Context: an optimization exercise on an open-source flow, tuned for small area, a short achievable clock period and few clock cycles. The choices shown serve that exercise and are no tape-out recipe. No run shown here included a check of the RTL's function; only the layout flow was run. No activity file was given, so power comes from the tool's default toggle rates.

==> flow/design.v <==
module mont_step #(
    parameter W = 34
) (
    input  [W-1:0] s,
    input  [W-1:0] c,
    input  [1:0]   a,
    input  [32:0]  b,
    input  [31:0]  n,
    output [W-1:0] s_o,
    output [W-1:0] c_o
);
    wire [W-1:0] p0 = a[0] ? {{(W-33){1'b0}}, b} : {W{1'b0}};
    wire [W-1:0] p1 = a[1] ? {{(W-33){1'b0}}, b} : {W{1'b0}};
    wire q0 = s[0] ^ c[0] ^ p0[0];
    wire m0 = (s[0] & c[0]) | (s[0] & p0[0]) | (c[0] & p0[0]);
    wire q1 = s[1] ^ c[1] ^ p0[1] ^ p1[0] ^ m0 ^ (q0 & ~n[1]);
    wire [W-1:0] n0 = q0 ? {{(W-32){1'b0}}, n} : {W{1'b0}};
    wire [W-1:0] n1 = q1 ? {{(W-32){1'b0}}, n} : {W{1'b0}};
    wire [W-1:0] u1 = s ^ c ^ p0;
    wire [W:0]   v1 = {(s & c) | (s & p0) | (c & p0), 1'b0};
    wire [W:0]   u1x = {1'b0, u1};
    wire [W:0]   n0x = {1'b0, n0};
    wire [W:0]   u2 = u1x ^ v1 ^ n0x;
    wire [W:0]   v2 = (u1x & v1) | (u1x & n0x) | (v1 & n0x);
    wire [W-1:0] ts = u2[W:1];
    wire [W-1:0] tc = v2[W-1:0];
    wire [W-1:0] u3 = ts ^ tc ^ p1;
    wire [W:0]   v3 = {(ts & tc) | (ts & p1) | (tc & p1), 1'b0};
    wire [W:0]   u3x = {1'b0, u3};
    wire [W:0]   n1x = {1'b0, n1};
    wire [W:0]   u4 = u3x ^ v3 ^ n1x;
    wire [W:0]   v4 = (u3x & v3) | (u3x & n1x) | (v3 & n1x);
    assign s_o = u4[W:1];
    assign c_o = v4[W-1:0];
endmodule
`timescale 1ns / 1ps
module is_prime
#(
    parameter WIDTH = 32
) (
    input clk,
    input rst_n,
    input valid_i,
    output ready_i,
    input [WIDTH-1:0] number,
    output reg result,
    output valid_o,
    input ready_o
);
    localparam K  = 2;           
    localparam NC = 17;          
    localparam M  = K * NC;      
    localparam W  = 34;          
    localparam S_IDLE  = 0,
               S_CLASS = 1,
               S_SETUP = 2,      
               S_EXP   = 3,      
               S_MUL   = 4,      
               S_CONV  = 5,      
               S_DBL   = 6,      
               S_CHK   = 7,      
               S_DONE  = 8,
               S_HORN  = 9;      
    localparam NS = 10;
    localparam [1:0] OP_SQR  = 2'd0,     
                     OP_SQRC = 2'd1,     
                     OP_CHK  = 2'd3;     
    reg [NS-1:0] st;
    reg [1:0]   op;
    reg [31:0]  n;
    reg [33:0]  x;           
    reg [32:0]  ar;          
    reg [W-1:0] sr, cr;      
    reg [K-1:0] ab;          
    reg [5:0]   cnt;
    reg [4:0]   e;           
    reg [4:0]   spos;        
    reg [1:0]   base;        
    reg [1:0]   r3;
    reg [2:0]   r5, r7;
    reg [3:0]   r11, r13;
    reg [4:0]   r17, r19, r23;
    assign ready_i = st[S_IDLE];
    assign valid_o = st[S_DONE];
    wire nbit = n[e];
    wire at_s = (e == spos);
    wire any_zero = (r3 == 0) | (r5 == 0) | (r7 == 0) | (r11 == 0) |
                    (r13 == 0) | (r17 == 0) | (r19 == 0) | (r23 == 0);
    wire small_n = (n[31:9] == 0);
    reg  small_prime;
    always @(*) begin
        case (n[4:0])
            5'd3, 5'd5, 5'd7, 5'd11, 5'd13, 5'd17, 5'd19, 5'd23: small_prime = (n[31:5] == 0);
            default: small_prime = 1'b0;
        endcase
    end
    wire [32:0]  bop   = op[1] ? ar : x[32:0];
    wire         mul   = st[S_MUL];
    wire [K-1:0] abits = mul ? ab : {K{1'b0}};
    wire [W-1:0] s_in  = mul ? sr : {W{1'b0}};
    wire [W-1:0] c_in  = mul ? cr : {W{1'b0}};
    wire [W-1:0] s_nx, c_nx;
    mont_step #(.W(W)) u_step (
        .s(s_in), .c(c_in), .a(abits), .b(bop), .n(n), .s_o(s_nx), .c_o(c_nx)
    );
    wire [K*NC+K-1:0] xz = {{(K*NC+K-33){1'b0}}, x[32:0]};
    wire [K-1:0] ab_nx = xz[K * cnt + K +: K];
    localparam [1:0] H_DBL = 2'd0, H_ADD = 2'd1, H_RED = 2'd2;
    reg [1:0] hop;
    reg       hlast;
    always @(*) begin
        hop = H_DBL; hlast = 1'b0;
        if (base == 1) begin           
            case (cnt[3:0])
                4'd1, 4'd4: hop = H_ADD;
                4'd2, 4'd5: hop = H_RED;
                default:    hop = H_DBL;
            endcase
            hlast = (cnt[3:0] == 4'd5);
        end else begin                 
            case (cnt[3:0])
                4'd1, 4'd4, 4'd7, 4'd11: hop = H_ADD;
                4'd2, 4'd5, 4'd8, 4'd12: hop = H_RED;
                default:                 hop = H_DBL;
            endcase
            hlast = (cnt[3:0] == 4'd12);
        end
    end
    wire do_dbl = st[S_SETUP] | st[S_DBL] | (st[S_HORN] & (hop == H_DBL));
    wire do_add = st[S_HORN] & (hop == H_ADD);
    wire do_red = st[S_HORN] & (hop == H_RED);
    wire        conv = st[S_CONV];
    wire [34:0] ca   = {1'b0, sr} | (do_dbl ? {1'b0, x[32:0], 1'b0} : 35'd0)
                                  | (do_add | do_red ? {1'b0, x} : 35'd0);
    wire [34:0] cb   = {1'b0, cr} | (do_dbl | do_red ? {2'b11, ~n, 1'b1} : 35'd0)
                                  | (do_add ? {2'b00, ar} : 35'd0);
    wire [34:0] sum  = ca + cb + {34'd0, do_dbl | do_red};
    wire        neg  = sum[34];
    wire [32:0] y    = sum[32:0];
    wire chk_pass = (ar == {1'b0, n[31:1], 1'b0}) | (at_s & (ar == 33'd1));
    reg [NS-1:0] st_n;
    reg [1:0] op_n;
    reg [4:0] e_n;
    reg [1:0] base_n;
    reg [5:0] cnt_n;
    reg       res_n;
    reg       setup_start;     
    task advance;
        begin
            st_n[S_MUL] = 1'b1;
            cnt_n = 0;
            if (at_s) op_n = OP_CHK;
            else begin op_n = OP_SQR; e_n = e - 1; end
        end
    endtask
    always @(*) begin
        st_n = {NS{1'b0}}; op_n = op; e_n = e; base_n = base; cnt_n = cnt + 1;
        res_n = result; setup_start = 1'b0;
        if (st[S_IDLE]) begin
            if (valid_i) st_n[S_CLASS] = 1'b1;
            else st_n[S_IDLE] = 1'b1;
        end
        if (st[S_CLASS]) begin
            if (!n[0] || n[31:1] == 0) begin
                res_n = (n == 32'd2);
                st_n[S_DONE] = 1'b1;
            end else begin
                base_n = 2'd0;
                setup_start = 1'b1;
            end
        end
        if (st[S_SETUP]) begin
            e_n = e - 1;
            if (cnt == 32 && base == 0 && (small_n || any_zero)) begin
                res_n = !any_zero | small_prime;
                st_n[S_DONE] = 1'b1;
            end else if (cnt == M - 1) begin
                e_n = 5'd31;
                st_n[S_EXP] = 1'b1;
            end else
                st_n[S_SETUP] = 1'b1;
        end
        if (st[S_EXP]) begin
            if (!nbit) begin
                e_n = e - 1;
                st_n[S_EXP] = 1'b1;
            end else
                advance;
        end
        if (st[S_DBL])
            advance;
        if (st[S_HORN]) begin
            if (hlast) advance;
            else st_n[S_HORN] = 1'b1;
        end
        if (st[S_MUL]) begin
            if (cnt == NC - 1) st_n[S_CONV] = 1'b1;
            else st_n[S_MUL] = 1'b1;
        end
        if (st[S_CONV]) begin
            cnt_n = 0;
            case (op)
                OP_SQR: begin
                    if (nbit) begin
                        if (base == 0) st_n[S_DBL] = 1'b1;
                        else begin cnt_n = 0; st_n[S_HORN] = 1'b1; end
                    end else advance;
                end
                OP_SQRC: begin op_n = OP_CHK; st_n[S_MUL] = 1'b1; end
                default: st_n[S_CHK] = 1'b1;
            endcase
        end
        if (st[S_CHK]) begin
            cnt_n = 0;
            if (chk_pass) begin
                if (base == 2) begin
                    res_n = 1'b1;
                    st_n[S_DONE] = 1'b1;
                end else begin
                    base_n = base + 1;
                    setup_start = 1'b1;
                end
            end else if (e == 1) begin
                res_n = 1'b0;
                st_n[S_DONE] = 1'b1;
            end else begin
                op_n = OP_SQRC;
                e_n  = e - 1;
                st_n[S_MUL] = 1'b1;
            end
        end
        if (st[S_DONE]) begin
            if (ready_o) st_n[S_IDLE] = 1'b1;
            else st_n[S_DONE] = 1'b1;
        end
        if (setup_start) begin
            st_n[S_SETUP] = 1'b1;
            cnt_n = 0;
            e_n   = 5'd31;
        end
    end
    reg [33:0] x_nx;
    always @(*) begin
        x_nx = x;
        if (setup_start)
            x_nx = st[S_CLASS] ? 34'd2 : (base == 0) ? 34'd7 : 34'd61;
        else if (do_dbl)
            x_nx = neg ? {x[32:0], 1'b0} : sum[33:0];
        else if ((do_red && !neg) || do_add || (st[S_CONV] && op != OP_CHK))
            x_nx = sum[33:0];
    end
    always @(posedge clk, negedge rst_n) begin
        if (!rst_n) begin
            st     <= {{(NS-1){1'b0}}, 1'b1};
            result <= 1'b0;
        end else begin
            st     <= st_n;
            result <= res_n;
        end
    end
    always @(posedge clk) begin
        op   <= op_n;
        e    <= e_n;
        base <= base_n;
        cnt  <= cnt_n;
        if (st[S_IDLE] && valid_i)
            n <= number;
        sr <= s_nx;
        cr <= c_nx;
        ab <= (st_n[S_MUL] && !mul) ? x_nx[K-1:0] : ab_nx;
        x  <= x_nx;
        if (st_n[S_MUL] && op_n == OP_CHK)
            ar <= 33'd1;
        else if (st[S_CONV])
            ar <= y;
        if (st[S_SETUP] && !cnt[5] && nbit && e != 0)
            spos <= e;
        if (setup_start) begin
            r3 <= 0; r5 <= 0; r7 <= 0; r11 <= 0; r13 <= 0; r17 <= 0; r19 <= 0; r23 <= 0;
        end else begin
            r3  <= rmod3 ({r3,  nbit});
            r5  <= rmod5 ({r5,  nbit});
            r7  <= rmod7 ({r7,  nbit});
            r11 <= rmod11({r11, nbit});
            r13 <= rmod13({r13, nbit});
            r17 <= rmod17({r17, nbit});
            r19 <= rmod19({r19, nbit});
            r23 <= rmod23({r23, nbit});
        end
    end
    function [1:0] rmod3(input [2:0] t);  rmod3  = (t >= 3)  ? t - 3  : t; endfunction
    function [2:0] rmod5(input [3:0] t);  rmod5  = (t >= 5)  ? t - 5  : t; endfunction
    function [2:0] rmod7(input [3:0] t);  rmod7  = (t >= 7)  ? t - 7  : t; endfunction
    function [3:0] rmod11(input [4:0] t); rmod11 = (t >= 11) ? t - 11 : t; endfunction
    function [3:0] rmod13(input [4:0] t); rmod13 = (t >= 13) ? t - 13 : t; endfunction
    function [4:0] rmod17(input [5:0] t); rmod17 = (t >= 17) ? t - 17 : t; endfunction
    function [4:0] rmod19(input [5:0] t); rmod19 = (t >= 19) ? t - 19 : t; endfunction
    function [4:0] rmod23(input [5:0] t); rmod23 = (t >= 23) ? t - 23 : t; endfunction
endmodule
==> flow/run.sh <==
#!/bin/bash
# synth_recipe.tcl (not shown) runs the flow's synth.tcl, then flattens the netlist and writes it again
# the make line also repeats each setting of config.mk as NAME=value (left out here)
make -C /OpenROAD-flow-scripts/flow DESIGN_CONFIG=/design/flow/config.mk WORK_HOME=/design/flow/orfs CLKGATE_MAP_FILE= SYNTH_SCRIPT=/design/flow/synth_recipe.tcl finish
==> flow/config.mk <==
export PLATFORM = sky130hd
export DESIGN_NAME = is_prime
export DESIGN_NICKNAME = is_prime
export VERILOG_FILES = /design/flow/design.v
export SDC_FILE = /design/flow/constraint.sdc
export NUM_CORES = 4
export LEC_CHECK = 0
export ABC_CLOCK_PERIOD_IN_PS = 2500
export CAP_MARGIN = 20
export CORE_MARGIN = 2
export CORE_UTILIZATION = 40
export SETUP_SLACK_MARGIN = 2.2
export SLEW_MARGIN = 20
==> flow/constraint.sdc <==
create_clock -name core_clock -period 5.0 [get_ports {clk}]
set_input_delay 1.0000 -clock core_clock [delete_from_list [all_inputs] [get_ports {clk}]]
set_output_delay 1.0000 -clock core_clock [all_outputs]
set_load 0.01 [all_outputs]
==> impl_metrics.py, run 1 <==
metrics = {
    "routing": {
        "vias": 15200,
        "ant_nets": 0,
        "vias_per_cell": 5.98,
        "drc": 0,
        "drt-wirelength-per-cell_um": 24.0,
        "dr.pass1.iters": 6,
        "drt-total-wl_um": 61000,
        "drtIter0Drc": 1391,
    },
    "clocking": {
        "cts.clk_slew.worst_paths_ns": 0.06,
        "cts_root_buffer": "clkbuf_16",
        "numCtsBuffers": 29,
        "insertion_delay_ns": 0.60,
        "htreeDepth": 1,
        "cts_tree": "built",
        "holdBufCountCts": 0,
        "clock_sinks": 233,
        "cts.path.max_buffers": 3,
    },
    "outcome": {
        "status": "finished clean",
    },
    "timing": {
        "min_period_over_period_pct": 91.1,
        "hold_viol": 0,
        "slew_viol_final": 0,
        "grt_setup_unrepaired": "yes",
        "max_freq_mhz": 220,
        "relSlewSlack_pct": 31.3,
        "fin_crit_ns": 4.55,
        "max_slew.worst_pin.slew_ns": 1.03,
        "finalSetupViolCount": 0,
        "fin_skew_ns": 0.0377,
        "finalSetupTns_ns": 0,
    },
    "yosys": {
        "syn_area_um2": 16700,
        "yosysWarningCount": 1,
        "syn_inst": 1748,
        "synth_seq_area_share_pct": 32.4,
        "synthArstFlopShare_pct": 4.72,
        "ys_ff_latch": 233,
        "synth_area_leader_cell": "dfxtp_1",
        "synth_top_area_share_pct": 18.4,
        "synth_common_cells": "nor2_1 (188), inv_1 (157), dfxtp_1 (153), fa_1 (131), a21oi_1 (114)",
        "syn_nets": 1975,
        "synthFlopType": "dfxtp_1",
        "yosys-top-cells-area": "dfxtp_1 (18%), fa_1 (16%), edfxtp_1 (12%)",
        "synth_cell_type_count": 87,
        "synth_edf_count": 69,
        "yosysMostFrequentCell": "nor2_1",
        "synth.avg_cell_area_um2": 9.54,
    },
    "die": {
        "fp.dieH_um": 208,
        "core_area_um2": 41000,
        "dieArea_um2": 43300,
        "rows": 74,
        "start_util_pct": 40.7,
        "die_w_um": 208,
        "num_io_pins": 39,
    },
    "placement": {
        "placedCellCount": 2278,
        "post-dp-hpwl_um": 36300,
        "gp_congestion": 0.949,
        "io_buffers": 38,
    },
    "pwr": {
        "pwr_density_cell_nw_per_um2": 582,
        "irDropWorstVdd_v": 0.000377,
        "total_power_uw": 13900,
        "p_leak_uw": 0.00976,
    },
    "global_routing": {
        "grt_pass1_vias": 15000,
        "grt_util_all_layers_pct": 27.0,
        "grt_overflow": 0,
        "grt_pass1_wl_um": 90200,
        "antenna_found_initial": 2,
        "grt_max_degree": 39,
    },
    "worst_setup_path": {
        "arrival_ns": 4.98,
        "critPathKind": "register to register",
        "cp.required_ns": 5.43,
        "worst_setup_path_end_kind": "register",
        "worstPathMaxFanout": 6,
        "cp_slowest_cell": "a2111oi_4",
        "slowest_delay_ns": 0.43,
        "path_cells": "or3b_4 -> a2bb2oi_4 -> and3_4 -> or2_4 -> buf_8 -> buf_6 -> a221o_1 -> ha_4 -> and4_4 -> o2111ai_4 -> a2111oi_4 -> o31ai_4 -> buf_6 -> buf_6 -> a31o_4 -> o221ai_2 -> o211a_1 -> o31ai_4",
        "crit_path_start_kind": "register",
        "crit_top_cell": "buf_6",
    },
    "flow_run": {
        "drv_cap": 0,
    },
    "finish": {
        "final_layout_size_suffix_gt1_share_pct": 35.9,
        "syn_to_final_growth_pct": 43.2,
        "stdcell_count": 2543,
        "layout.nets": 2213,
    },
    "worst_hold_path": {
        "min_path_type": "register to register",
    },
}
kinds of logic (layout without fill, tap and decap cells):
kind of cell               Yosys count  count (layout)  synth area share [%]
and+or+nand+nor                    551             554                  16.5
buffers and inverters              235             492                  5.42
adders and majority gates          191             191                  20.2
AOI/OAI and AO/OA                  357             358                  14.2
DFF                                233             233                  32.4
other                                0               2                     0
xor gates and xnor gates            87              87                  4.57
muxes                               94              94                  6.65
worst paths after layout:
kind | slack (ns) | start | depth (start not counted) | endpoint
max in group asynchronous | 3.69 | rst_n | 1 | st[4]$_DFF_PN0_
worst max-delay path | 0.45 | base[1]$_DFF_P_ | 18 | ab[1]$_DFF_P_
min in group asynchronous | 0.81 | rst_n | 1 | st[3]$_DFF_PN0_
worst min-delay path | 0.49 | st[0]$_DFF_PN1_ | 2 | st[0]$_DFF_PN1_
worst max register to register | 0.45 | base[1]$_DFF_P_ | 18 | ab[1]$_DFF_P_
worst min register to register | 0.49 | st[0]$_DFF_PN1_ | 2 | st[0]$_DFF_PN1_
layer usage:
metal | vias to the layer above | GRT usage, % | part of all wire, %
met5 | - | 0 | 0
li1 | 6592 | - | -
met3 | 232 | 5.86 | 10
met2 | 857 | 42.8 | 46
met4 | 0 | 12.5 | 5.2
met1 | 7536 | 35.3 | 38
what timing repair did:
| action | in CTS | in global routing |
|---|---|---|
| hold endpoints to repair | 0 | 0 |
| endpoints found under the setup margin | 226 | 218 |
| cloned | 25 | 2 |
| buffers inserted | 110 | 72 |
| pin swaps | 116 | 115 |
| resized for setup | 298 | 186 |
flip-flops by register name (all words and copies together), names as in the netlist, 2 cells and up, named ones only:
signal  cells
r17         5
st         10
ab          2
r5          3
r11         4
r3          2
cr         34
ar         33
spos        5
cnt         6
r23         5
r19         5
n          32
sr         34
base        2
e           5
r13         4
op          2
x          34
r7          3
placed cells by master, fill, tap and decap left out, types with 30 or more instances in the layout:
cell / instances
buf_4: 134
nor2_1: 170
a21oi_1: 78
fa_2: 54
nand2_1: 67
buf_6: 48
nand2_4: 33
clkbuf_16: 33
dfxtp_1: 141
xnor2_1: 43
edfxtp_1: 69
mux2i_1: 61
and2_1: 86
inv_2: 34
buf_12: 32
fa_1: 77
o21ai_0: 58
ha_4: 30
a221o_1: 35
clkdlybuf4s50_1: 38
inv_1: 121
worst max-delay path: cells and delay by family (launching register included):
family	cells	cell delay (ns)
AOI/OAI and AO/OA	9	1.97
buffers and inverters	4	0.57
and+or+nand+nor	4	1.20
adders and majority gates	1	0.32
DFF	1	0.32
report_power, final:
group	switching (uW)	total [uW]	internal [uW]	leakage, uW
sequential	814	3360	2550	0.00207
clock	941	2270	1330	0.000500
combinational	4170	8280	4110	0.00719
final cells by class:
cell class / count / area, um2
antenna: 2 / 5.00
sequential: 233 / 5440
timing repair buffer: 280 / 3300
clock buffer: 34 / 818
inverter: 158 / 613
fill: 3283 / 17100
multi-input combinational: 1284 / 12800
clock inverter: 20 / 196
tap: 532 / 666
stage by stage:
step	setup WS, ns	area, um2	util, %	hold slack (ns)
global placement	0.117	18400	44.9	0.457
global route	0.388	23900	58.2	0.516
finish	0.446	23900	58.2	0.486
detailed placement	0.0455	18400	44.9	0.471
floorplan	0.191	17600	-	0.403
CTS	0.554	22500	54.7	0.487
==> run 2, diff against run 1 <==
--- a/flow/design.v
+++ b/flow/design.v
@@ -106,29 +106,26 @@
     wire [K*NC+K-1:0] xz = {{(K*NC+K-33){1'b0}}, x[32:0]};
     wire [K-1:0] ab_nx = xz[K * cnt + K +: K];
     localparam [1:0] H_DBL = 2'd0, H_ADD = 2'd1, H_RED = 2'd2;
-    reg [1:0] hop;
-    reg       hlast;
-    always @(*) begin
-        hop = H_DBL; hlast = 1'b0;
-        if (base == 1) begin           
-            case (cnt[3:0])
-                4'd1, 4'd4: hop = H_ADD;
-                4'd2, 4'd5: hop = H_RED;
-                default:    hop = H_DBL;
-            endcase
-            hlast = (cnt[3:0] == 4'd5);
-        end else begin                 
-            case (cnt[3:0])
-                4'd1, 4'd4, 4'd7, 4'd11: hop = H_ADD;
-                4'd2, 4'd5, 4'd8, 4'd12: hop = H_RED;
-                default:                 hop = H_DBL;
-            endcase
-            hlast = (cnt[3:0] == 4'd12);
-        end
-    end
-    wire do_dbl = st[S_SETUP] | st[S_DBL] | (st[S_HORN] & (hop == H_DBL));
-    wire do_add = st[S_HORN] & (hop == H_ADD);
-    wire do_red = st[S_HORN] & (hop == H_RED);
+    function [1:0] hop_of(input [1:0] b, input [3:0] k);
+        begin
+            hop_of = H_DBL;
+            if (b == 1) begin              
+                case (k)
+                    4'd1, 4'd4: hop_of = H_ADD;
+                    4'd2, 4'd5: hop_of = H_RED;
+                    default:    hop_of = H_DBL;
+                endcase
+            end else begin                 
+                case (k)
+                    4'd1, 4'd4, 4'd7, 4'd11: hop_of = H_ADD;
+                    4'd2, 4'd5, 4'd8, 4'd12: hop_of = H_RED;
+                    default:                 hop_of = H_DBL;
+                endcase
+            end
+        end
+    endfunction
+    wire hlast = (base == 1) ? (cnt[3:0] == 4'd5) : (cnt[3:0] == 4'd12);
+    reg do_dbl, do_add, do_red, do_cx;
     wire        conv = st[S_CONV];
     wire [34:0] ca   = {1'b0, sr} | (do_dbl ? {1'b0, x[32:0], 1'b0} : 35'd0)
                                   | (do_add | do_red ? {1'b0, x} : 35'd0);
@@ -246,7 +243,7 @@
             x_nx = st[S_CLASS] ? 34'd2 : (base == 0) ? 34'd7 : 34'd61;
         else if (do_dbl)
             x_nx = neg ? {x[32:0], 1'b0} : sum[33:0];
-        else if ((do_red && !neg) || do_add || (st[S_CONV] && op != OP_CHK))
+        else if ((do_red && !neg) || do_add || do_cx)
             x_nx = sum[33:0];
     end
     always @(posedge clk, negedge rst_n) begin
@@ -265,6 +262,10 @@
         cnt  <= cnt_n;
         if (st[S_IDLE] && valid_i)
             n <= number;
+        do_dbl <= st_n[S_SETUP] | st_n[S_DBL] | (st_n[S_HORN] & (hop_of(base_n, cnt_n[3:0]) == H_DBL));
+        do_add <= st_n[S_HORN] & (hop_of(base_n, cnt_n[3:0]) == H_ADD);
+        do_red <= st_n[S_HORN] & (hop_of(base_n, cnt_n[3:0]) == H_RED);
+        do_cx  <= st_n[S_CONV] & (op_n != OP_CHK);
         sr <= s_nx;
         cr <= c_nx;
         ab <= (st_n[S_MUL] && !mul) ? x_nx[K-1:0] : ab_nx;
==> flow/config.mk (replaced) <==
export PLATFORM = sky130hd
export DESIGN_NAME = is_prime
export DESIGN_NICKNAME = is_prime
export VERILOG_FILES = /design/flow/design.v
export SDC_FILE = /design/flow/constraint.sdc
export NUM_CORES = 4
export LEC_CHECK = 0
export ABC_CLOCK_PERIOD_IN_PS = 3000
export CAP_MARGIN = 20
export CORE_MARGIN = 2
export CORE_UTILIZATION = 40
export SETUP_SLACK_MARGIN = 1.7
export SLEW_MARGIN = 20
==> run 2 against run 1 <==
Still clean. Combinational power is 7.7% lower. Non-clock buffer count is 62 lower. Area after synthesis up 3.0%. Via count down 3.2%. Count of clock-buffer cells in the layout grew 12. Routed wire length shrank 8.0%. Worst setup slack improved by 0.53 ns. Critical path type unchanged. Largest power group unchanged.
==> impl_metrics.py, run 2 <==
metrics = {
    "timing": {
        "layout_setup_ws_ns": 0.973,
        "hold_viol": 0,
        "slew_viol_final": 0,
        "min_period_over_period_pct": 80.5,
        "relSlewSlack_pct": 24.9,
        "grt_setup_unrepaired": "yes",
        "hold_slack_ns": 0.478,
        "fin_crit_ns": 4.03,
        "max_slew.worst_pin.slew_ns": 1.12,
        "finalSetupViolCount": 0,
        "fin_skew_ns": 0.0206,
        "max_freq_mhz": 248,
        "finalSetupTns_ns": 0,
    },
    "yosys": {
        "synth_top_area_share_pct": 18.1,
        "synth.avg_cell_area_um2": 9.39,
        "syn_inst": 1829,
        "yosysMostFrequentCell": "nor2_1",
        "ys_ff_latch": 235,
        "synth_area_leader_cell": "dfxtp_1",
        "synth_common_cells": "nor2_1 (201), inv_1 (164), dfxtp_1 (155), nand2_1 (138), fa_1 (131)",
        "yosys-top-cells-area": "dfxtp_1 (18%), fa_1 (15%), edfxtp_1 (12%)",
        "syn_area_um2": 17200,
        "syn_nets": 2055,
        "synthArstFlopShare_pct": 4.68,
        "synthFlopType": "dfxtp_1",
        "synth_seq_area_share_pct": 31.7,
        "yosysWarningCount": 1,
        "synth_edf_count": 69,
        "synth_cell_type_count": 84,
    },
    "worst_setup_path": {
        "worstPathMaxFanout": 8,
        "cp_slowest_cell": "fa_2",
        "worstReg2RegStart": "do_add$_DFF_P_",
        "arrival_ns": 4.34,
        "crit-reg2reg-capture": "x[8]$_SDFFCE_PP0P_",
        "critPathKind": "register to register",
        "slowest_delay_ns": 0.38,
        "cp.required_ns": 5.31,
        "reg2reg_depth": 15,
        "crit_path_start_kind": "register",
        "path_cells": "or2_4 -> a21o_1 -> fa_2 -> fa_2 -> a211oi_2 -> o21bai_2 -> a221oi_4 -> o22ai_4 -> a211oi_4 -> or2_4 -> buf_12 -> buf_4 -> mux2_4 -> nand2_1 -> a21oi_1",
        "worst_setup_path_end_kind": "register",
        "reg2reg_setup_slack_ns": 0.97,
        "critPathBufInv": 2,
        "critPathTopFamily": "compound AO/OA/AOI/OAI gates",
    },
    "routing": {
        "drtIter0Drc": 1327,
        "drt-wirelength-per-cell_um": 21.9,
        "vias": 14700,
        "drt-total-wl_um": 56100,
        "drc": 0,
        "vias_per_cell": 5.75,
        "ant_nets": 0,
        "dr.pass1.iters": 5,
    },
    "clocking": {
        "holdBufCountCts": 0,
        "htreeDepth": 1,
        "cts_tree": "built",
        "cts.clk_slew.worst_paths_ns": 0.06,
        "insertion_delay_ns": 0.59,
        "clock_sinks": 235,
        "cts_root_buffer": "clkbuf_16",
        "numCtsBuffers": 30,
        "cts.path.max_buffers": 3,
    },
    "placement": {
        "gp_congestion": 0.942,
        "io_buffers": 38,
        "dp_slack_ns": 0.618,
        "post-dp-hpwl_um": 36600,
    },
    "pwr": {
        "p_leak_uw": 0.00914,
        "pwr_density_cell_nw_per_um2": 594,
        "irDropWorstVdd_v": 0.000316,
    },
    "finish": {
        "antenna_cells": 0,
        "syn_to_final_growth_pct": 29.1,
        "final_cell_mix": "nor2_1 (184), inv_1 (145), dfxtp_1 (145), buf_4 (110), and2_1 (102)",
        "layout.nets": 2224,
        "final_layout_size_suffix_gt1_share_pct": 26.9,
        "top_regs": "cr (34), sr (34), x (34)",
        "layout_commonest_cell": "nor2_1",
    },
    "die": {
        "die_w_um": 211,
        "rows": 75,
        "num_io_pins": 39,
        "fp.dieH_um": 211,
        "dieArea_um2": 44600,
        "start_util_pct": 40.8,
        "core_area_um2": 42100,
    },
    "global_routing": {
        "grt_overflow": 0,
        "grt_util_all_layers_pct": 24.6,
        "grt_pass1_wl_um": 85000,
        "grt_max_degree": 42,
        "grt_pass1_vias": 14500,
        "antenna_found_initial": 0,
    },
    "worst_hold_path": {
        "hold_depth": 2,
        "holdPathEnd": "st[0]$_DFF_PN1_",
        "min_path_type": "register to register",
        "min_from": "st[0]$_DFF_PN1_",
    },
    "outcome": {
        "status": "finished clean",
    },
    "flow_run": {
        "drv_cap": 0,
    },
}
run 2: changes by cell type in the layout (fill, tap and decap cells not counted), sizes merged, moves of 9 or more:
| cell | change |
|---|---|
| mux2 | +11 |
| a22oi | -15 |
| a21oi | -10 |
| xor2 | -9 |
| nor2 | +10 |
| nor2b | +10 |
| clkbuf | +13 |
| buf | -60 |
| nand3 | +9 |
| nand2 | +31 |
run 2: metrics by stage:
step | instance area, um2 | total power (uW) | utilization, % | instances
floorplan | 17400 | 7990 | - | 1829
global placement | 18300 | 8900 | 43.4 | 2350
detailed placement | 18300 | 9030 | 43.4 | 2350
CTS | 20900 | 12100 | 49.5 | 2503
global route | 22200 | 13900 | 52.6 | 2561
finish | 22200 | 13200 | 52.6 | 2561
run 2: final cells by class:
type / instances / area, um2
Clock buffer: 46 / 872
Clock inverter: 10 / 73.8
Fill cell: 3694 / 20000
Inverter: 166 / 628
Multi-Input combinational cell: 1347 / 12200
Sequential cell: 235 / 5480
Tap cell: 539 / 674
Timing Repair Buffer: 218 / 2210
run 2: what timing repair did:
item,in CTS,in global routing
pin swaps,93,118
cloned,9,3
setup endpoints to repair,196,153
hold endpoints to repair,0,0
buffers inserted,88,55
resized for setup,185,229
run 2: layer usage:
layer	vias up	wire (um)	GRT usage (%)
li1	6670	-	-
met4	0	2230	9.06
met3	139	4340	3.94
met5	-	0	0
met2	594	25700	39.3
met1	7328	23800	33.7
run 2: worst register-to-register path, cell delays in order, from the launching register on:
cell      delay, ns
dfxtp_4        0.37
or2_4          0.33
a21o_1         0.19
fa_2           0.37
fa_2           0.38
a211oi_2       0.23
o21bai_2       0.14
a221oi_4       0.37
o22ai_4        0.15
a211oi_4       0.33
or2_4          0.23
buf_12         0.14
buf_4          0.12
mux2_4         0.29
nand2_1        0.07
a21oi_1        0.06
run 2: power by group:
group,switching (uW),internal (uW),total (uW)
clock,866,1240,2110
combinational,4120,3520,7640
sequential,807,2610,3420
run 2: how the worst max path moves through the flow:
stage	cells after the start	end	from
floorplan	18	x[11]$_SDFFCE_PP0P_	do_add$_DFF_P_
global placement	14	x[14]$_SDFFCE_PP0P_	do_red$_DFF_P_
detailed placement	14	x[19]$_SDFFCE_PP0P_	do_red$_DFF_P_
CTS	14	x[14]$_SDFFCE_PP0P_	do_add$_DFF_P_
global route	14	x[14]$_SDFFCE_PP0P_	do_add$_DFF_P_
finish	15	x[8]$_SDFFCE_PP0P_	do_add$_DFF_P_
run 2: logic make-up after synthesis:
| group | after synthesis | share of synthesized area (%) |
|---|---|---|
| fa+ha+maj | 190 | 19.6 |
| flops | 235 | 31.7 |
| buf+inv | 253 | 5.84 |
| mux | 103 | 7.37 |
| compound gates | 345 | 13.6 |
| simple gates | 622 | 17.7 |
| xor+xnor | 81 | 4.13 |
==> run 3, diff against run 2 <==
--- a/flow/design.v
+++ b/flow/design.v
@@ -3,35 +3,37 @@
 ) (
     input  [W-1:0] s,
     input  [W-1:0] c,
+    input          ci,
     input  [1:0]   a,
     input  [32:0]  b,
     input  [31:0]  n,
     output [W-1:0] s_o,
-    output [W-1:0] c_o
+    output [W-1:0] c_o,
+    output         ci_o
 );
-    wire [W-1:0] p0 = a[0] ? {{(W-33){1'b0}}, b} : {W{1'b0}};
-    wire [W-1:0] p1 = a[1] ? {{(W-33){1'b0}}, b} : {W{1'b0}};
-    wire q0 = s[0] ^ c[0] ^ p0[0];
-    wire m0 = (s[0] & c[0]) | (s[0] & p0[0]) | (c[0] & p0[0]);
-    wire q1 = s[1] ^ c[1] ^ p0[1] ^ p1[0] ^ m0 ^ (q0 & ~n[1]);
-    wire [W-1:0] n0 = q0 ? {{(W-32){1'b0}}, n} : {W{1'b0}};
-    wire [W-1:0] n1 = q1 ? {{(W-32){1'b0}}, n} : {W{1'b0}};
-    wire [W-1:0] u1 = s ^ c ^ p0;
-    wire [W:0]   v1 = {(s & c) | (s & p0) | (c & p0), 1'b0};
-    wire [W:0]   u1x = {1'b0, u1};
-    wire [W:0]   n0x = {1'b0, n0};
-    wire [W:0]   u2 = u1x ^ v1 ^ n0x;
-    wire [W:0]   v2 = (u1x & v1) | (u1x & n0x) | (v1 & n0x);
-    wire [W-1:0] ts = u2[W:1];
-    wire [W-1:0] tc = v2[W-1:0];
-    wire [W-1:0] u3 = ts ^ tc ^ p1;
-    wire [W:0]   v3 = {(ts & tc) | (ts & p1) | (tc & p1), 1'b0};
-    wire [W:0]   u3x = {1'b0, u3};
-    wire [W:0]   n1x = {1'b0, n1};
-    wire [W:0]   u4 = u3x ^ v3 ^ n1x;
-    wire [W:0]   v4 = (u3x & v3) | (u3x & n1x) | (v3 & n1x);
-    assign s_o = u4[W:1];
-    assign c_o = v4[W-1:0];
+    localparam WT = W + 3;
+    wire [WT-1:0] p0 = a[0] ? {{(WT-33){1'b0}}, b} : {WT{1'b0}};
+    wire [WT-1:0] p1 = a[1] ? {{(WT-33){1'b0}}, b} : {WT{1'b0}};
+    wire [WT-1:0] sx = {{(WT-W){1'b0}}, s};
+    wire [WT-1:0] cx = {{(WT-W){1'b0}}, c};
+    wire [2:0] k0 = s[0] + c[0] + ci + p0[0];
+    wire q0  = s[0] ^ c[0] ^ ci ^ p0[0];
+    wire c0m = (k0 == 3'd1) | (k0 == 3'd2);      
+    wire q1  = s[1] ^ c[1] ^ p0[1] ^ (q0 & n[1]) ^ c0m ^ p1[0];
+    wire [WT-1:0] m0 = q0 ? {{(WT-32){1'b0}}, n} : {WT{1'b0}};
+    wire [WT-1:0] m1 = q1 ? {{(WT-33){1'b0}}, n, 1'b0} : {WT{1'b0}};
+    wire [WT-1:0] o2 = {p1[WT-2:0], ci};
+    wire [WT-1:0] u1 = sx ^ cx ^ p0;
+    wire [WT-1:0] v1 = {((sx & cx) | (sx & p0) | (cx & p0)), 1'b0};
+    wire [WT-1:0] u2 = u1 ^ v1 ^ o2;
+    wire [WT-1:0] v2 = {((u1 & v1) | (u1 & o2) | (v1 & o2)), 1'b0};
+    wire [WT-1:0] u3 = u2 ^ v2 ^ m0;
+    wire [WT-1:0] v3 = {((u2 & v2) | (u2 & m0) | (v2 & m0)), 1'b0};
+    wire [WT-1:0] u4 = u3 ^ v3 ^ m1;
+    wire [WT-1:0] v4 = (u3 & v3) | (u3 & m1) | (v3 & m1);
+    assign s_o  = u4[W+1:2];
+    assign c_o  = v4[W:1];
+    assign ci_o = v4[0];
 endmodule
 `timescale 1ns / 1ps
 module is_prime
@@ -71,6 +73,7 @@
     reg [33:0]  x;           
     reg [32:0]  ar;          
     reg [W-1:0] sr, cr;      
+    reg         ci;
     reg [K-1:0] ab;          
     reg [5:0]   cnt;
     reg [4:0]   e;           
@@ -99,9 +102,12 @@
     wire [K-1:0] abits = mul ? ab : {K{1'b0}};
     wire [W-1:0] s_in  = mul ? sr : {W{1'b0}};
     wire [W-1:0] c_in  = mul ? cr : {W{1'b0}};
+    wire         ci_in = mul & ci;
     wire [W-1:0] s_nx, c_nx;
+    wire         ci_nx;
     mont_step #(.W(W)) u_step (
-        .s(s_in), .c(c_in), .a(abits), .b(bop), .n(n), .s_o(s_nx), .c_o(c_nx)
+        .s(s_in), .c(c_in), .ci(ci_in), .a(abits), .b(bop), .n(n),
+        .s_o(s_nx), .c_o(c_nx), .ci_o(ci_nx)
     );
     wire [K*NC+K-1:0] xz = {{(K*NC+K-33){1'b0}}, x[32:0]};
     wire [K-1:0] ab_nx = xz[K * cnt + K +: K];
@@ -126,12 +132,13 @@
     endfunction
     wire hlast = (base == 1) ? (cnt[3:0] == 4'd5) : (cnt[3:0] == 4'd12);
     reg do_dbl, do_add, do_red, do_cx;
+    reg sa_x2, sa_x1, sb_n, sb_ar;    
     wire        conv = st[S_CONV];
-    wire [34:0] ca   = {1'b0, sr} | (do_dbl ? {1'b0, x[32:0], 1'b0} : 35'd0)
-                                  | (do_add | do_red ? {1'b0, x} : 35'd0);
-    wire [34:0] cb   = {1'b0, cr} | (do_dbl | do_red ? {2'b11, ~n, 1'b1} : 35'd0)
-                                  | (do_add ? {2'b00, ar} : 35'd0);
-    wire [34:0] sum  = ca + cb + {34'd0, do_dbl | do_red};
+    wire [34:0] ca   = {1'b0, sr} | (sa_x2 ? {1'b0, x[32:0], 1'b0} : 35'd0)
+                                  | (sa_x1 ? {1'b0, x} : 35'd0);
+    wire [34:0] cb   = {1'b0, cr} | (sb_n ? {2'b11, ~n, 1'b1} : 35'd0)
+                                  | (sb_ar ? {2'b00, ar} : 35'd0);
+    wire [34:0] sum  = ca + cb + {34'd0, sb_n | ci};
     wire        neg  = sum[34];
     wire [32:0] y    = sum[32:0];
     wire chk_pass = (ar == {1'b0, n[31:1], 1'b0}) | (at_s & (ar == 33'd1));
@@ -266,6 +273,11 @@
         do_add <= st_n[S_HORN] & (hop_of(base_n, cnt_n[3:0]) == H_ADD);
         do_red <= st_n[S_HORN] & (hop_of(base_n, cnt_n[3:0]) == H_RED);
         do_cx  <= st_n[S_CONV] & (op_n != OP_CHK);
+        sa_x2 <= st_n[S_SETUP] | st_n[S_DBL] | (st_n[S_HORN] & (hop_of(base_n, cnt_n[3:0]) == H_DBL));
+        sa_x1 <= st_n[S_HORN] & (hop_of(base_n, cnt_n[3:0]) != H_DBL);
+        sb_n  <= st_n[S_SETUP] | st_n[S_DBL] | (st_n[S_HORN] & (hop_of(base_n, cnt_n[3:0]) != H_ADD));
+        sb_ar <= st_n[S_HORN] & (hop_of(base_n, cnt_n[3:0]) == H_ADD);
+        ci <= ci_nx;
         sr <= s_nx;
         cr <= c_nx;
         ab <= (st_n[S_MUL] && !mul) ? x_nx[K-1:0] : ab_nx;
==> run 3 against run 2 <==
Critical path depth down 2. Via count up 7.5%. Worst setup slack better by 0.043 ns. Cell count up 5.2%. Sequential power up 12%. Routed wire length up 12%. Critical path type unchanged. Critical endpoint is now x[5]$_DFFE_PP_. Largest cell class unchanged.
==> impl_metrics.py, run 3 <==
metrics = {
    "outcome": {
        "status": "finished clean",
    },
    "pwr": {
        "irDropWorstVdd_v": 0.000339,
        "pwr_density_cell_nw_per_um2": 719,
        "p_leak_uw": 0.00954,
    },
    "routing": {
        "drt-total-wl_um": 62900,
        "drc": 0,
        "drt-wirelength-per-cell_um": 23.4,
        "vias": 15800,
        "ant_nets": 0,
        "drtIter0Drc": 1604,
        "vias_per_cell": 5.88,
        "dr.pass1.iters": 6,
    },
    "worst_setup_path": {
        "crit_path_start_kind": "register",
        "arrival_ns": 4.32,
        "reg2reg_setup_slack_ns": 1.02,
        "critical_path.endpoint": "x[5]$_DFFE_PP_",
        "worstReg2RegStart": "n[0]$_DFFE_PP_",
        "reg2reg_depth": 13,
        "cp.required_ns": 5.34,
        "worstPathMaxFanout": 6,
        "startpoint": "n[0]$_DFFE_PP_",
        "worst_setup_path_end_kind": "register",
        "critPathKind": "register to register",
        "crit-reg2reg-capture": "x[5]$_DFFE_PP_",
    },
    "die": {
        "core_area_um2": 43300,
        "rows": 76,
        "num_io_pins": 39,
        "fp.dieH_um": 214,
        "start_util_pct": 40.7,
        "dieArea_um2": 45700,
        "die_w_um": 214,
    },
    "yosys": {
        "synth.avg_cell_area_um2": 9.42,
        "synth_seq_area_share_pct": 31.2,
        "synthArstFlopShare_pct": 4.64,
        "synth_top_area_share_pct": 17.9,
        "synth_area_leader_cell": "dfxtp_1",
        "syn_nets": 2097,
        "yosysMostFrequentCell": "inv_1",
        "syn_area_um2": 17600,
        "ys_ff_latch": 237,
        "synth_common_cells": "inv_1 (191), dfxtp_1 (157), nor2_1 (142), fa_1 (129), nand2_1 (126)",
        "synthFlopType": "dfxtp_1",
        "syn_inst": 1869,
        "yosysWarningCount": 1,
        "synth_edf_count": 69,
        "synth_cell_type_count": 83,
        "yosys-top-cells-area": "dfxtp_1 (18%), fa_1 (15%), edfxtp_1 (12%)",
    },
    "timing": {
        "grt_setup_unrepaired": "yes",
        "slew_viol_final": 0,
        "max_freq_mhz": 251,
        "max_slew.worst_pin.slew_ns": 0.904,
        "finalSetupTns_ns": 0,
        "hold_viol": 0,
        "fin_skew_ns": 0.0161,
        "min_period_over_period_pct": 79.7,
        "finalSetupViolCount": 0,
        "relSlewSlack_pct": 39.7,
        "hold_slack_ns": 0.487,
        "fin_crit_ns": 3.98,
    },
    "global_routing": {
        "grt_pass1_vias": 15900,
        "antenna_found_initial": 0,
        "grt_overflow": 0,
        "grt_util_all_layers_pct": 27.1,
        "grt_max_degree": 45,
        "grt_pass1_wl_um": 93900,
    },
    "finish": {
        "top_regs": "cr (34), sr (34), x (34)",
        "syn_to_final_growth_pct": 33.0,
        "layout_commonest_cell": "inv_1",
        "final_layout_size_suffix_gt1_share_pct": 29.2,
        "antenna_cells": 0,
        "layout.nets": 2312,
        "final_cell_mix": "inv_1 (170), dfxtp_1 (151), buf_4 (147), nor2_1 (128), nand2_1 (117)",
        "fin_util_pct": 54.1,
    },
    "placement": {
        "post-dp-hpwl_um": 39600,
        "io_buffers": 38,
        "gp_congestion": 0.947,
    },
    "worst_hold_path": {
        "min_from": "st[0]$_DFF_PN1_",
        "min_path_type": "register to register",
    },
    "clocking": {
        "cts.path.max_buffers": 3,
        "numCtsBuffers": 30,
        "cts_tree": "built",
        "cts.clk_slew.worst_paths_ns": 0.07,
        "clock_sinks": 237,
        "insertion_delay_ns": 0.59,
        "cts_root_buffer": "clkbuf_16",
        "htreeDepth": 1,
    },
    "flow_run": {
        "drv_cap": 0,
    },
}
-- run 3: kinds of logic after synthesis --
| family | after synthesis | share of synthesized area [%] |
|---|---|---|
| muxes | 85 | 5.97 |
| AOI/OAI and AO/OA | 360 | 15.0 |
| and+or+nand+nor | 630 | 18.4 |
| buffers and inverters | 285 | 6.34 |
| adders and majority gates | 192 | 19.2 |
| xor gates and xnor gates | 80 | 3.98 |
| DFF | 237 | 31.2 |
-- run 3: routing by layer --
layer,vias to the layer above,GRT usage (%),share of wire [%]
met5,-,0,0
li1,6957,-,-
met2,782,44.4,46
met1,7886,35.2,40
met4,0,12.2,5.2
met3,216,4.51,8.9
-- run 3: repair_timing --
item / in CTS / in global routing
pin swaps: 135 / 110
resized for setup: 252 / 174
buffers inserted: 118 / 51
gates cloned: 21 / 1
hold buffers: 0 / 0
setup endpoints to repair: 215 / 201
-- run 3: worst min path at each step --
stage	to	slack [ns]	cells past startpoint
after floorplan	spos[3]$_DFFE_PP_	0.41	0
after global placement	r5[2]$_SDFF_PP0_	0.45	2
after detailed placement	st[0]$_DFF_PN1_	0.48	2
after CTS	st[0]$_DFF_PN1_	0.49	2
after global routing	st[0]$_DFF_PN1_	0.53	2
final	st[0]$_DFF_PN1_	0.49	2
-- run 3: worst max-delay path: stages, from the launching register on --
cell and delay, ns:
edfxtp_1 0.42, inv_1 0.16, a221o_1 0.43, fa_2 0.39, a211oi_2 0.29, o21ai_2 0.11
and2_4 0.16, o2111a_2 0.28, a211oi_4 0.24, buf_6 0.16, mux2i_4 0.37, a21oi_4 0.13
o21ba_4 0.26, a221o_1 0.32
-- run 3: through the flow --
stage | total power, uW | instance area, um2 | setup WS, ns | instances
finish | 16800 | 23400 | 1.02 | 2693
global route | 17700 | 23400 | 0.969 | 2693
CTS | 15400 | 22300 | 1.11 | 2641
detailed placement | 10900 | 18900 | 0.630 | 2446
global placement | 10700 | 18900 | 0.677 | 2445
floorplan | 8860 | 17900 | 1.16 | 1869
-- run 3: final cells by class --
class	instances	area [um2]
fillers	3742	19900
multi-input cells	1352	12500
flip-flops and latches	237	5520
repair buffers	269	2930
clock buffers	36	805
inverters	193	732
well taps	585	732
clock inverters	20	221
repair inverters	1	6.26
-- run 3: report_power, final --
part           switching [uW]  total [uW]  internal, uW
Combinational            5530       10700          5170
Clock                     939        2290          1350
Sequential               1050        3840          2790
==> run 4, diff against run 3 <==
==> flow/config.mk (replaced) <==
export PLATFORM = sky130hd
export DESIGN_NAME = is_prime
export DESIGN_NICKNAME = is_prime
export VERILOG_FILES = /design/flow/design.v
export SDC_FILE = /design/flow/constraint.sdc
export NUM_CORES = 4
export LEC_CHECK = 0
export ABC_CLOCK_PERIOD_IN_PS = 2200
export CAP_MARGIN = 20
export CORE_MARGIN = 2
export CORE_UTILIZATION = 40
export SETUP_SLACK_MARGIN = 2.0
export SLEW_MARGIN = 20
==> run 4 against run 3 <==
Sequential power up 2%. First-iteration DRC count grew 0.81%. Clock power rose by 2%. Cell area is 2.9% higher. Critical endpoint is now x[20]$_SDFFCE_PP0P_. Largest cell class unchanged. Largest power group unchanged.
==> impl_metrics.py, run 4 <==
metrics = {
    "die": {
        "dieArea_um2": 45700,
        "core_area_um2": 43300,
        "die_w_um": 214,
        "fp.dieH_um": 214,
        "num_io_pins": 39,
        "start_util_pct": 40.7,
        "rows": 76,
    },
    "routing": {
        "drc": 0,
        "ant_nets": 0,
        "vias_per_cell": 5.85,
        "drt-total-wl_um": 64300,
        "drt-wirelength-per-cell_um": 23.9,
        "drtIter0Drc": 1617,
        "dr.pass1.iters": 6,
        "vias": 15700,
    },
    "finish": {
        "layout_commonest_cell": "inv_1",
        "final_cell_mix": "inv_1 (158), dfxtp_1 (151), buf_4 (124), nand2_1 (116), nor2_1 (110)",
        "syn_to_final_growth_pct": 36.9,
        "layout.nets": 2309,
        "antenna_cells": 0,
        "final_layout_size_suffix_gt1_share_pct": 32.1,
        "fillers": 3650,
        "top_regs": "cr (34), sr (34), x (34)",
    },
    "yosys": {
        "synthArstFlopShare_pct": 4.64,
        "ys_ff_latch": 237,
        "syn_area_um2": 17600,
        "syn_inst": 1869,
        "yosysWarningCount": 1,
        "synth_seq_area_share_pct": 31.2,
        "synth.avg_cell_area_um2": 9.42,
        "yosys-top-cells-area": "dfxtp_1 (18%), fa_1 (15%), edfxtp_1 (12%)",
        "syn_nets": 2097,
        "synthFlopType": "dfxtp_1",
        "synth_edf_count": 69,
        "synth_top_area_share_pct": 17.9,
        "synth_area_leader_cell": "dfxtp_1",
        "synth_common_cells": "inv_1 (191), dfxtp_1 (157), nor2_1 (142), fa_1 (129), nand2_1 (126)",
        "synth_cell_type_count": 83,
        "yosysMostFrequentCell": "inv_1",
    },
    "global_routing": {
        "grt_util_all_layers_pct": 27.9,
        "use_met2_pct": 44.4,
        "use_met1_pct": 36.3,
        "grt_pass1_vias": 15600,
        "grt_overflow": 0,
        "grt_pass1_wl_um": 95100,
        "grt_max_degree": 39,
        "antenna_found_initial": 2,
        "busiest_layer": "met2",
        "met3_usage_pct": 5.11,
    },
    "placement": {
        "io_buffers": 38,
        "gp_congestion": 0.922,
        "post-dp-hpwl_um": 38700,
        "dp_slack_ns": 0.408,
    },
    "worst_setup_path": {
        "crit_path_start_kind": "register",
        "crit-reg2reg-capture": "x[20]$_SDFFCE_PP0P_",
        "arrival_ns": 4.39,
        "critPathTopFamily": "simple AND/OR/NAND/NOR gates",
        "worstPathMaxFanout": 8,
        "slowest_delay_ns": 0.54,
        "worstReg2RegStart": "do_add$_DFF_P_",
        "cp.required_ns": 5.43,
        "cp_slowest_cell": "or4_1",
        "reg2reg_depth": 15,
        "critPathBufInv": 4,
        "path_cells": "buf_12 -> buf_4 -> a221o_1 -> ha_1 -> nand3_1 -> nor3_1 -> and2_4 -> o2111a_2 -> a211oi_4 -> buf_6 -> mux2i_4 -> and2_4 -> buf_12 -> or4_1 -> a21oi_1",
        "critPathKind": "register to register",
        "reg2reg_setup_slack_ns": 1.04,
        "worst_setup_path_end_kind": "register",
    },
    "worst_hold_path": {
        "min_from": "st[0]$_DFF_PN1_",
        "min_path_type": "register to register",
        "holdPathEnd": "st[0]$_DFF_PN1_",
        "hold_depth": 2,
    },
    "clocking": {
        "htreeDepth": 1,
        "insertion_delay_ns": 0.59,
        "cts_tree": "built",
        "holdBufCountCts": 0,
        "cts.path.max_buffers": 3,
        "cts.clk_slew.worst_paths_ns": 0.06,
        "numCtsBuffers": 30,
        "clock_sinks": 237,
        "cts_root_buffer": "clkbuf_16",
    },
    "timing": {
        "fin_skew_ns": 0.0170,
        "slew_viol_final": 0,
        "finalSetupViolCount": 0,
        "hold_viol": 0,
        "finalSetupTns_ns": 0,
        "grt_setup_unrepaired": "yes",
        "layout_setup_ws_ns": 1.04,
        "hold_slack_ns": 0.483,
        "relSlewSlack_pct": 35.9,
        "max_freq_mhz": 252,
        "max_slew.worst_pin.slew_ns": 0.961,
        "min_period_over_period_pct": 79.3,
        "fin_crit_ns": 3.96,
    },
    "pwr": {
        "irDropWorstVdd_v": 0.000367,
        "pwr_density_cell_nw_per_um2": 715,
        "p_leak_uw": 0.00972,
    },
    "outcome": {
        "status": "finished clean",
    },
    "flow_run": {
        "drv_cap": 0,
    },
}
[run 4: cell count changes in the layout (fill, tap and decap cells not counted), moves of 9 or more]
cell / delta
fa_1: -15
nor2b_4: +12
inv_2: +12
fa_2: +15
o21ai_1: -9
inv_1: -12
nor2_4: +12
buf_4: -23
nor2_1: -18
buf_6: +12
[run 4: worst reg2reg max path: stages (launching register included)]
cell and delay, ns:
dfxtp_4 0.36, buf_12 0.15, buf_4 0.16, a221o_1 0.30, ha_1 0.37, nand3_1 0.24
nor3_1 0.33, and2_4 0.21, o2111a_2 0.26, a211oi_4 0.05, buf_6 0.14, mux2i_4 0.21
and2_4 0.18, buf_12 0.14, or4_1 0.54, a21oi_1 0.16
[run 4: timing repair]
item	4_1_cts	5_1_grt
endpoints found under the hold margin	0	0
gates cloned	22	2
gates resized for setup	264	162
buffers inserted	128	51
endpoints found under the setup margin	221	214
pin swaps	136	93
[run 4: metrics by stage]
stage	power, uW	util (%)	cell area (um2)	instances
floorplan	9330	-	18500	1869
CTS	15800	53.1	23000	2636
global route	18100	55.7	24100	2689
global placement	11000	44.6	19300	2431
finish	17200	55.7	24100	2689
detailed placement	11200	44.6	19300	2431
[run 4: where the power goes]
part | internal [uW] | switching (uW) | total [uW]
clock network | 1400 | 923 | 2330
registers | 2790 | 1120 | 3910
logic | 5350 | 5640 | 11000
[run 4: how the worst max path moves through the flow]
stage | from | end | slack, ns | cells after the start
finish | do_add$_DFF_P_ | x[20]$_SDFFCE_PP0P_ | 1.04 | 15
global route | do_add$_DFF_P_ | x[20]$_SDFFCE_PP0P_ | 0.98 | 15
CTS | do_add$_DFF_P_ | x[5]$_DFFE_PP_ | 1.15 | 15
detailed placement | do_dbl$_DFF_P_ | x[5]$_DFFE_PP_ | 0.41 | 10
global placement | do_dbl$_DFF_P_ | x[5]$_DFFE_PP_ | 0.46 | 10
floorplan | do_add$_DFF_P_ | x[4]$_DFFE_PP_ | 1.16 | 16
[run 4: routing by layer]
| layer | share of wire, % | wire length (um) | up-vias |
|---|---|---|---|
| met4 | 5.5 | 3560 | 2 |
| met2 | 46 | 29300 | 834 |
| li1 | - | - | 6942 |
| met1 | 39 | 25200 | 7736 |
| met3 | 9.6 | 6150 | 225 |
| met5 | 0.020 | 13 | - |
[run 4: cell families after synthesis]
group           Yosys count  share of synthesized area [%]
xor+xnor                 80                           3.98
buf+inv                 285                           6.34
mux                      85                           5.97
fa+ha+maj               192                           19.2
compound gates          360                           15.0
simple gates            630                           18.4
flops                   237                           31.2
[run 4: area by class of cell]
type	count	area (um2)	area share (%)
inverter	193	732	3.04
timing repair buffer	267	3110	12.9
tap	585	732	3.04
timing repair inverter	1	16.3	0.0675
clock buffer	46	945	3.92
multi-input combinational	1351	12900	53.6
clock inverter	9	115	0.478
sequential	237	5520	22.9
==> run 5, diff against run 4 <==
--- a/flow/design.v
+++ b/flow/design.v
@@ -132,6 +132,7 @@
     endfunction
     wire hlast = (base == 1) ? (cnt[3:0] == 4'd5) : (cnt[3:0] == 4'd12);
     reg do_dbl, do_add, do_red, do_cx;
+    reg do_sum, do_cond;              
     reg sa_x2, sa_x1, sb_n, sb_ar;    
     wire        conv = st[S_CONV];
     wire [34:0] ca   = {1'b0, sr} | (sa_x2 ? {1'b0, x[32:0], 1'b0} : 35'd0)
@@ -243,16 +244,17 @@
             e_n   = 5'd31;
         end
     end
-    reg [33:0] x_nx;
+    reg [33:0] x_alt;
     always @(*) begin
-        x_nx = x;
-        if (setup_start)
-            x_nx = st[S_CLASS] ? 34'd2 : (base == 0) ? 34'd7 : 34'd61;
-        else if (do_dbl)
-            x_nx = neg ? {x[32:0], 1'b0} : sum[33:0];
-        else if ((do_red && !neg) || do_add || do_cx)
-            x_nx = sum[33:0];
+        if (do_dbl)
+            x_alt = {x[32:0], 1'b0};
+        else if (setup_start)
+            x_alt = st[S_CLASS] ? 34'd2 : (base == 0) ? 34'd7 : 34'd61;
+        else
+            x_alt = x;
     end
+    wire       take_sum = do_sum | (do_cond & !neg);
+    wire [33:0] x_nx = take_sum ? sum[33:0] : x_alt;
     always @(posedge clk, negedge rst_n) begin
         if (!rst_n) begin
             st     <= {{(NS-1){1'b0}}, 1'b1};
@@ -277,6 +279,9 @@
         sa_x1 <= st_n[S_HORN] & (hop_of(base_n, cnt_n[3:0]) != H_DBL);
         sb_n  <= st_n[S_SETUP] | st_n[S_DBL] | (st_n[S_HORN] & (hop_of(base_n, cnt_n[3:0]) != H_ADD));
         sb_ar <= st_n[S_HORN] & (hop_of(base_n, cnt_n[3:0]) == H_ADD);
+        do_sum  <= (st_n[S_HORN] & (hop_of(base_n, cnt_n[3:0]) == H_ADD)) |
+                   (st_n[S_CONV] & (op_n != OP_CHK));
+        do_cond <= st_n[S_SETUP] | st_n[S_DBL] | (st_n[S_HORN] & (hop_of(base_n, cnt_n[3:0]) != H_ADD));
         ci <= ci_nx;
         sr <= s_nx;
         cr <= c_nx;
==> flow/config.mk (replaced) <==
export PLATFORM = sky130hd
export DESIGN_NAME = is_prime
export DESIGN_NICKNAME = is_prime
export VERILOG_FILES = /design/flow/design.v
export SDC_FILE = /design/flow/constraint.sdc
export NUM_CORES = 4
export LEC_CHECK = 0
export ABC_CLOCK_PERIOD_IN_PS = 3000
export CAP_MARGIN = 20
export CORE_MARGIN = 2
export CORE_UTILIZATION = 40
export SETUP_SLACK_MARGIN = 1.7
export SLEW_MARGIN = 20
==> run 5 against run 4 <==
Still clean on timing, DRC and antenna. Clock skew grew 0.0018 ns. Clock power shrank 3%. Register-to-register slack gained 0.40 ns. Synthesized cell count shrank 5.6%. Power shrank 23%. Die area shrank 5.4%. Non-clock buffer count shrank 80. Global-route usage shrank 4.2 points. Hold slack lost 0.0042 ns. Routed wire length shrank 20%.
==> impl_metrics.py, run 5 <==
metrics = {
    "routing": {
        "ant_nets": 0,
        "drt-total-wl_um": 51700,
        "dr.pass1.iters": 5,
        "vias": 13700,
        "drc": 0,
        "drtIter0Drc": 945,
        "vias_per_cell": 5.58,
        "drt-wirelength-per-cell_um": 21.0,
    },
    "finish": {
        "fin_util_pct": 51.5,
        "layout_commonest_cell": "nand2_1",
        "syn_to_final_growth_pct": 26.8,
        "layout.nets": 2136,
        "top_regs": "cr (34), sr (34), x (34)",
        "fillers": 3772,
        "final_layout_size_suffix_gt1_share_pct": 24.8,
        "final_cell_mix": "nand2_1 (194), dfxtp_1 (148), inv_1 (125), a21oi_1 (108)",
    },
    "yosys": {
        "yosysMostFrequentCell": "nand2_1",
        "synth_top_area_share_pct": 18.8,
        "synth_cell_type_count": 74,
        "synth_seq_area_share_pct": 32.9,
        "synth.avg_cell_area_um2": 9.43,
        "yosysWarningCount": 1,
        "syn_inst": 1764,
        "synthArstFlopShare_pct": 4.66,
        "synth_common_cells": "nand2_1 (203), inv_1 (161), dfxtp_1 (156), fa_1 (129), a21oi_1 (122)",
        "syn_area_um2": 16600,
        "yosys-top-cells-area": "dfxtp_1 (19%), fa_1 (16%), edfxtp_1 (12%)",
        "synthFlopType": "dfxtp_1",
        "ys_ff_latch": 236,
        "syn_nets": 1992,
        "synth_edf_count": 69,
        "synth_area_leader_cell": "dfxtp_1",
    },
    "pwr": {
        "swShare_pct": 43.0,
        "comb_power_share_pct": 55.1,
        "power_frac_seq_pct": 27.9,
        "pwr-share-clk_pct": 17.0,
        "irDropWorstVdd_v": 0.000303,
        "intPower_uw": 7600,
        "p_leak_uw": 0.00865,
        "pwr_density_cell_nw_per_um2": 632,
        "power.switching_uw": 5740,
    },
    "worst_hold_path": {
        "min_from": "st[0]$_DFF_PN1_",
        "min_path_type": "register to register",
    },
    "clocking": {
        "holdBufCountCts": 0,
        "clock_sinks": 236,
        "numCtsBuffers": 29,
        "cts.clk_slew.worst_paths_ns": 0.06,
        "htreeDepth": 1,
        "insertion_delay_ns": 0.58,
        "cts.path.max_buffers": 3,
        "cts_root_buffer": "clkbuf_16",
        "cts_tree": "built",
    },
    "die": {
        "fp.dieH_um": 208,
        "die_w_um": 208,
        "core_area_um2": 40900,
        "start_util_pct": 40.6,
        "dieArea_um2": 43200,
        "num_io_pins": 39,
        "rows": 74,
    },
    "placement": {
        "gp_congestion": 0.903,
        "post-dp-hpwl_um": 33100,
        "io_buffers": 38,
    },
    "worst_setup_path": {
        "worst_setup_path_end_kind": "register",
        "critical_path.endpoint": "do_dbl$_DFF_P_",
        "cp_slowest_cell": "or4_4",
        "reg2reg_setup_slack_ns": 1.44,
        "arrival_ns": 4.01,
        "crit-reg2reg-capture": "do_dbl$_DFF_P_",
        "startpoint": "n[29]$_DFFE_PP_",
        "cp.required_ns": 5.45,
        "crit_path_start_kind": "register",
        "critPathKind": "register to register",
        "reg2reg_depth": 13,
        "worstPathMaxFanout": 6,
        "path_cells": "nor4_2 -> nand4_1 -> buf_4 -> nor4bb_4 -> nor2_1 -> or4_4 -> inv_4 -> nand2_4 -> ha_2 -> o21a_1 -> a31o_1 -> or2_1 -> o31ai_2",
        "worstReg2RegStart": "n[29]$_DFFE_PP_",
        "slowest_delay_ns": 0.54,
    },
    "timing": {
        "hold_viol": 0,
        "fin_crit_ns": 3.56,
        "finalSetupViolCount": 0,
        "max_freq_mhz": 281,
        "max_slew.worst_pin.slew_ns": 0.982,
        "slew_viol_final": 0,
        "relSlewSlack_pct": 34.4,
        "grt_setup_unrepaired": "yes",
        "fin_skew_ns": 0.0188,
        "finalSetupTns_ns": 0,
        "min_period_over_period_pct": 71.2,
    },
    "outcome": {
        "status": "finished clean",
    },
    "flow_run": {
        "drv_cap": 0,
    },
    "global_routing": {
        "grt_pass1_vias": 14100,
        "grt_pass1_wl_um": 80100,
        "antenna_found_initial": 1,
        "grt_max_degree": 46,
        "grt_overflow": 0,
        "grt_util_all_layers_pct": 23.6,
    },
}
==> run 5: changes by cell type in the layout (fill, tap and decap cells not counted), moves of 26 or more <==
cell / before / now
a21oi_1: 75 / 108
nand2_1: 116 / 194
buf_6: 46 / 20
inv_1: 158 / 125
a221o_1: 68 / 4
==> run 5: timing repair <==
action	CTS	global route
hold endpoints to repair	0	0
cloned	14	1
buffers inserted	88	26
pin swaps	71	105
gates resized for setup	160	175
endpoints found under the setup margin	201	182
==> run 5: layout make-up <==
class / instances / area [um2] / area share (%)
sequential: 236 / 5500 / 26.1
timing repair buffer: 187 / 2040 / 9.66
clock buffer: 35 / 788 / 3.74
multi-input combinational: 1292 / 11300 / 53.3
tap: 532 / 666 / 3.16
antenna: 1 / 2.50 / 0.0119
clock inverter: 19 / 231 / 1.10
inverter: 162 / 621 / 2.94
==> run 5: worst min path at each step <==
stage	end	slack (ns)	cells after the start
detailed placement	r5[2]$_SDFF_PP0_	0.46	2
global route	st[0]$_DFF_PN1_	0.53	2
floorplan	spos[3]$_DFFE_PP_	0.41	0
global placement	r5[2]$_SDFF_PP0_	0.46	2
finish	st[0]$_DFF_PN1_	0.48	2
CTS	r5[2]$_SDFF_PP0_	0.47	2
==> run 5: power by group through the flow <==
stage               Combinational, uW  Sequential, uW  Clock [uW]
detailed placement               5570            3730           0
global placement                 5480            3700           0
CTS                              6670            3680        2310
global route                     8010            3790        2390
floorplan                        4540            3210           0
finish                           7350            3720        2270
==> run 5: through the flow <==
stage | total power, uW | std cells | setup WS [ns] | instance area [um2] | hold slack (ns)
after floorplan | 7750 | 1764 | 1.61 | 16900 | 0.406
after global placement | 9180 | 2280 | 0.711 | 17700 | 0.458
after CTS | 12700 | 2436 | 1.50 | 20300 | 0.475
final | 13300 | 2464 | 1.44 | 21100 | 0.479
after global routing | 14200 | 2463 | 1.36 | 21100 | 0.529
after detailed placement | 9300 | 2280 | 0.710 | 17700 | 0.464
==> run 5: layer usage <==
metal  global-route usage [%]  share of wire [%]
met5                        0                  0
met4                     9.27                4.2
met3                     4.51                8.1
met2                     37.8                 46
met1                     31.6                 42
==> run 5: worst max-delay path, delay by kind of cell (launching register included) <==
family / cells / cell delay [ns]
and+or+nand+nor: 7 / 1.82
AOI/OAI and AO/OA: 3 / 0.64
DFF: 1 / 0.53
buffers and inverters: 2 / 0.28
adders and majority gates: 1 / 0.18
==> run 5: cells by family after synthesis <==
kind of cell	share of synthesized area [%]
adders and majority gates	20.3
DFF	32.9
buffers and inverters	5.52
AOI/OAI and AO/OA	11.5
xor gates and xnor gates	4.53
muxes	7.47
and+or+nand+nor	17.8

[afterwards: timing with drivers on the ports]
How much do the figures lean on ideal ports? The routed layouts below were timed once more, with nothing changed but the port constraints. Step 1 assumes that a clkbuf_16 drives the clock port and a buf_2 every other input. Step 2 also shifts input and output timing later by t, the mid clock arrival at the registers, as if the neighbouring blocks saw the same clock. Three values: ideal, step 1, step 2; two values: the first two.
run | t, ns | setup slack, ns | worst setup path at the end | pins driven straight from the clock port
run 1 | 0.635 | 0.446 / 0.446 / 0.446 | register to register | 1
run 2 | 0.629 | 0.973 / 0.973 / 0.973 | register to register | 1
run 3 | 0.638 | 1.017 / 1.017 / 1.017 | register to register | 1
run 4 | 0.643 | 1.035 / 1.035 / 1.035 | register to register | 1
run 5 | 0.632 | 1.439 / 1.439 / 1.439 | register to register | 1
After both steps every run listed still meets setup and hold.
